This design comes from an exercise in tuning for small area, a short achievable clock period and few clock cycles per item on the open sky130 flow, not from production work. At most, simulation tests tie the RTL to the original design; equivalence was not proved.

Setup of before:
==> flow/design.v <==
`timescale 1ns / 1ps
module muldiv#(parameter DATA_WIDTH = 32)
(
    input                         clk_i,
    input                         rst_i,
    input                         stall_i,
    input  [DATA_WIDTH-1 : 0]     a_i,
    input  [DATA_WIDTH-1 : 0]     b_i,
    input                         req_i,
    input  [ 2 : 0]               operation_sel_i,
    output reg [DATA_WIDTH-1 : 0] muldiv_result_o,
    output reg                    ready_o
);
function [31:0] prefix_or;
    input [31:0] x;
    integer l, k;
    begin
        prefix_or = x;
        for (l = 0; l < 5; l = l + 1)
            for (k = 0; k < 32; k = k + 1)
                if (k[l])
                    prefix_or[k] = prefix_or[k] | prefix_or[((k >> l) << l) - 1];
    end
endfunction
function [33:0] add33;
    input [32:0] x, y;
    input        ci;
    reg   [32:0] p, g, gg, pp, c;
    reg          g0;
    integer l, k;
    begin
        p  = x ^ y;
        g  = x & y;
        g0 = g[0] | (p[0] & ci);
        gg = g;
        pp = p;
        for (l = 0; l < 5; l = l + 1)
            for (k = 1; k < 33; k = k + 1)
                if ((k - 1) & (1 << l)) begin
                    gg[k] = gg[k] | (pp[k] & gg[(((k - 1) >> l) << l)]);
                    pp[k] = pp[k] & pp[(((k - 1) >> l) << l)];
                end
        c[0] = g0;
        for (k = 1; k < 33; k = k + 1)
            c[k] = gg[k] | (pp[k] & g0);
        add33 = {c[32], p ^ {c[31:0], ci}};
    end
endfunction
wire is_div   = operation_sel_i[2];
wire is_rem   = operation_sel_i[2] & operation_sel_i[1];
wire b_zero   = ~|b_i;
wire a_zero   = ~|a_i;
wire div_zero = is_div & b_zero;
wire a_signed = ~operation_sel_i[0] | (operation_sel_i == 3'b001);
wire b_signed = (operation_sel_i == 3'b000) | (operation_sel_i == 3'b001)
              | (operation_sel_i == 3'b100) | (operation_sel_i == 3'b110);
wire sa = a_i[31] & a_signed;
wire sb = b_i[31] & b_signed;
wire [31:0] a_pre = prefix_or(a_i);
wire [31:0] ua    = a_i ^ ({32{sa}} & {a_pre[30:0], 1'b0});
reg  [15:0] v1; reg [15:0] e1;
reg  [7:0]  v2; reg [15:0] e2;
reg  [3:0]  v3; reg [11:0] e3;
reg  [1:0]  v4; reg [7:0]  e4;
reg  [4:0]  lead;
integer j;
always @(*) begin
    for (j = 0; j < 16; j = j + 1) begin
        v1[j] = ua[2*j+1] | ua[2*j];
        e1[j] = ua[2*j+1];
    end
    for (j = 0; j < 8; j = j + 1) begin
        v2[j]         = v1[2*j+1] | v1[2*j];
        e2[2*j+:2]    = v1[2*j+1] ? {1'b1, e1[2*j+1]} : {1'b0, e1[2*j]};
    end
    for (j = 0; j < 4; j = j + 1) begin
        v3[j]         = v2[2*j+1] | v2[2*j];
        e3[3*j+:3]    = v2[2*j+1] ? {1'b1, e2[4*j+2+:2]} : {1'b0, e2[4*j+:2]};
    end
    for (j = 0; j < 2; j = j + 1) begin
        v4[j]         = v3[2*j+1] | v3[2*j];
        e4[4*j+:4]    = v3[2*j+1] ? {1'b1, e3[6*j+3+:3]} : {1'b0, e3[6*j+:3]};
    end
    lead = v4[1] ? {1'b1, e4[7:4]} : {1'b0, e4[3:0]};
    if (div_zero) lead = 5'd31;
end
reg  [31:0] R, Q;
reg  [4:0]  cnt;
reg         busy, ps, nb;
reg         f_div, f_inv;
reg         f_selq, f_neg, f_mh;
wire start = req_i & ~busy & ~ready_o;
wire        inv  = sb ^ is_div;
wire [33:0] sum  = add33({R, f_div & nb}, {f_div, b_i ^ {32{f_inv}}}, f_inv);
wire        take  = f_div ? sum[33] : nb;
wire [31:0] R_nxt = take ? sum[31:0] : {R[30:0], nb};
wire        c_hi  = ~f_div & nb & sum[33];
wire [30:0] q_inc = Q[30:0] + 31'd1;
wire        q_in  = f_div ? sum[33] : (nb ? sum[32] : R[31]);
wire [31:0] Q_nxt = {c_hi ? q_inc : Q[30:0], q_in};
wire [32:0] ua_sh = {ua, 1'b0};
wire        last  = (cnt == 5'd0);
wire        nz    = ~a_zero | div_zero;
always @(posedge clk_i)
begin
    ps <= stall_i;
    if (rst_i) begin
        busy    <= 1'b0;
        ready_o <= 1'b0;
    end else begin
        busy    <= (start & nz) | (busy & ~last);
        ready_o <= (start & ~nz) | (busy & last) | (ready_o & ps);
    end
    if (start) begin
        f_div  <= is_div;
        f_inv  <= inv;
        f_selq <= is_div ? ~is_rem : (operation_sel_i[1:0] != 2'b00);
        f_neg  <= is_rem ? sa : ((sa ^ sb) & ~div_zero);
        f_mh   <= ~is_div & (operation_sel_i[1:0] != 2'b00);
        R      <= 32'd0;
        Q      <= 32'd0;
        cnt    <= lead;
        nb     <= ~div_zero | ua[31];
    end else if (busy) begin
        R   <= R_nxt;
        Q   <= Q_nxt;
        cnt <= cnt - 5'd1;
        nb  <= ua_sh[cnt];
    end
end
wire [31:0] res_x = f_selq ? Q : R;
wire        r_nz  = f_mh & (|R);
wire [31:0] x_pre = prefix_or(res_x);
always @(*)
    muldiv_result_o = res_x ^ ({32{f_neg}} & ({x_pre[30:0], 1'b0} | {32{r_nz}}));
endmodule    
Settings: LEC_CHECK=0, CAP_MARGIN=20, CORE_MARGIN=2, CORE_UTILIZATION=40, PLACE_DENSITY=0.6, SETUP_SLACK_MARGIN=1.0, SLEW_MARGIN=20; clock period 5.0 ns.
run.sh (not shown) runs the stock make flow with config.mk's settings and CLKGATE_MAP_FILE= SYNTH_SCRIPT=/design/flow/synth_recipe.tcl, a recipe that flattens the netlist after the stock synthesis.
Testbench counts of before, summed over its fixed seeds: cycles 35,912, ops 2,048.
Input changes introduced in after (baseline for comparison: before):
==> flow/design.v, changed modules only <==
module muldiv#(parameter DATA_WIDTH = 32)
(
    input                         clk_i,
    input                         rst_i,
    input                         stall_i,
    input  [DATA_WIDTH-1 : 0]     a_i,
    input  [DATA_WIDTH-1 : 0]     b_i,
    input                         req_i,
    input  [ 2 : 0]               operation_sel_i,
    output reg [DATA_WIDTH-1 : 0] muldiv_result_o,
    output reg                    ready_o
);
function [31:0] prefix_or;
    input [31:0] x;
    integer l, k;
    begin
        prefix_or = x;
        for (l = 0; l < 5; l = l + 1)
            for (k = 0; k < 32; k = k + 1)
                if (k[l])
                    prefix_or[k] = prefix_or[k] | prefix_or[((k >> l) << l) - 1];
    end
endfunction
function [33:0] add34;
    input [33:0] x, y;
    input        ci;
    reg   [33:0] p, g, gg, pp;
    integer l, k;
    begin
        p = x ^ y;
        g = x & y;
        g[0] = g[0] | (p[0] & ci);
        gg = g;
        pp = p;
        for (l = 0; l < 6; l = l + 1)
            for (k = 0; k < 34; k = k + 1)
                if (k[l]) begin
                    gg[k] = gg[k] | (pp[k] & gg[((k >> l) << l) - 1]);
                    pp[k] = pp[k] & pp[((k >> l) << l) - 1];
                end
        add34 = p ^ {gg[32:0], ci};
    end
endfunction
wire is_div   = operation_sel_i[2];
wire is_rem   = operation_sel_i[2] & operation_sel_i[1];
wire b_zero   = ~|b_i;
wire a_zero   = ~|a_i;
wire div_zero = is_div & b_zero;
wire a_signed = ~operation_sel_i[0] | (operation_sel_i == 3'b001);
wire b_signed = (operation_sel_i == 3'b000) | (operation_sel_i == 3'b001)
              | (operation_sel_i == 3'b100) | (operation_sel_i == 3'b110);
wire sa = a_i[31] & a_signed;
wire sb = b_i[31] & b_signed;
wire [31:0] a_pre = prefix_or(a_i);
wire [31:0] ua    = a_i ^ ({32{sa}} & {a_pre[30:0], 1'b0});
reg  [15:0] v1; reg [15:0] e1;
reg  [7:0]  v2; reg [15:0] e2;
reg  [3:0]  v3; reg [11:0] e3;
reg  [1:0]  v4; reg [7:0]  e4;
reg  [4:0]  lead;
integer j;
always @(*) begin
    for (j = 0; j < 16; j = j + 1) begin
        v1[j] = ua[2*j+1] | ua[2*j];
        e1[j] = ua[2*j+1];
    end
    for (j = 0; j < 8; j = j + 1) begin
        v2[j]         = v1[2*j+1] | v1[2*j];
        e2[2*j+:2]    = v1[2*j+1] ? {1'b1, e1[2*j+1]} : {1'b0, e1[2*j]};
    end
    for (j = 0; j < 4; j = j + 1) begin
        v3[j]         = v2[2*j+1] | v2[2*j];
        e3[3*j+:3]    = v2[2*j+1] ? {1'b1, e2[4*j+2+:2]} : {1'b0, e2[4*j+:2]};
    end
    for (j = 0; j < 2; j = j + 1) begin
        v4[j]         = v3[2*j+1] | v3[2*j];
        e4[4*j+:4]    = v3[2*j+1] ? {1'b1, e3[6*j+3+:3]} : {1'b0, e3[6*j+:3]};
    end
    lead = v4[1] ? {1'b1, e4[7:4]} : {1'b0, e4[3:0]};
    if (div_zero) lead = 5'd31;
end
reg  [31:0] R, Q, B;
reg  [4:0]  cnt;
reg         busy, ps, nb;
reg         f_div, f_inv;
reg         f_selq, f_neg, f_mh;
wire start = req_i & ~busy & ~ready_o;
wire        inv  = sb ^ is_div;
wire [33:0] sum  = add34({1'b0, R, f_div & nb}, {f_div, f_div, B}, f_inv);
wire        take  = f_div ? ~sum[33] : nb;
wire [31:0] R_nxt = take ? sum[31:0] : {R[30:0], nb};
wire        c_hi  = ~f_div & nb & sum[33];
wire [30:0] q_inc = Q[30:0] + 31'd1;
wire        q_in  = f_div ? ~sum[33] : (nb ? sum[32] : R[31]);
wire [31:0] Q_nxt = {c_hi ? q_inc : Q[30:0], q_in};
wire [32:0] ua_sh = {ua, 1'b0};
wire        last  = (cnt == 5'd0);
wire        nz    = ~a_zero | div_zero;
always @(posedge clk_i)
begin
    ps <= stall_i;
    if (rst_i) begin
        busy    <= 1'b0;
        ready_o <= 1'b0;
    end else begin
        busy    <= (start & nz) | (busy & ~last);
        ready_o <= (start & ~nz) | (busy & last) | (ready_o & ps);
    end
    if (start) begin
        B      <= b_i ^ {32{inv}};
        f_div  <= is_div;
        f_inv  <= inv;
        f_selq <= is_div ? ~is_rem : (operation_sel_i[1:0] != 2'b00);
        f_neg  <= is_rem ? sa : ((sa ^ sb) & ~div_zero);
        f_mh   <= ~is_div & (operation_sel_i[1:0] != 2'b00);
        R      <= 32'd0;
        Q      <= 32'd0;
        cnt    <= lead;
        nb     <= ~div_zero | ua[31];
    end else if (busy) begin
        R   <= R_nxt;
        Q   <= Q_nxt;
        cnt <= cnt - 5'd1;
        nb  <= ua_sh[cnt];
    end
end
wire [31:0] res_x = f_selq ? Q : R;
wire        r_nz  = f_mh & (|R);
wire [31:0] x_pre = prefix_or(res_x);
always @(*)
    muldiv_result_o = res_x ^ ({32{f_neg}} & ({x_pre[30:0], 1'b0} | {32{r_nz}}));
endmodule    
Results
Summary of the comparison: core utilization is lower in after, relative to before.
In after relative to before, largest net degree at the start of global routing had gone up by more than half.
Compare after and before | register-to-register slack higher: before
after and before all finish clean.
Higher relative area of clock buffers and inverters in the final design was reported by before, not after.
after vs before: total non-filler cell area in the finished layout up in after
Compared with before, after instantiates a larger number of standard cells.
The RTL of after was laid out without a check of its function.

==> static timing again, ports no longer ideal <==
How much do the figures lean on ideal ports? The routed layouts below were timed once more, with nothing changed but the port constraints. Step 1, drivers: a clkbuf_16 drives clk_i and a buf_2 each remaining input, both assumed. Step 2 moves the port delays by t, midway between the first and last clock arrival at a register: inputs arrive t later, outputs are due t later. That takes back most of the time a late clock gives input paths. Three values: no drivers, after step 1, after step 2; two values: the first two.
run	t (ns)	slack for setup (ns)	worst data-port slew with drivers (ns)	cell pins on the clock port's net
before	0.389	0.900 / 0.854 / 0.677	0.04	1
after	0.401	0.839 / 0.839 / 0.718	0.07	1
After both steps setup and hold are still met in every run listed. For before, which loses most, drivers alone change the setup slack by -0.046 ns; drivers and shift together by -0.223 ns.
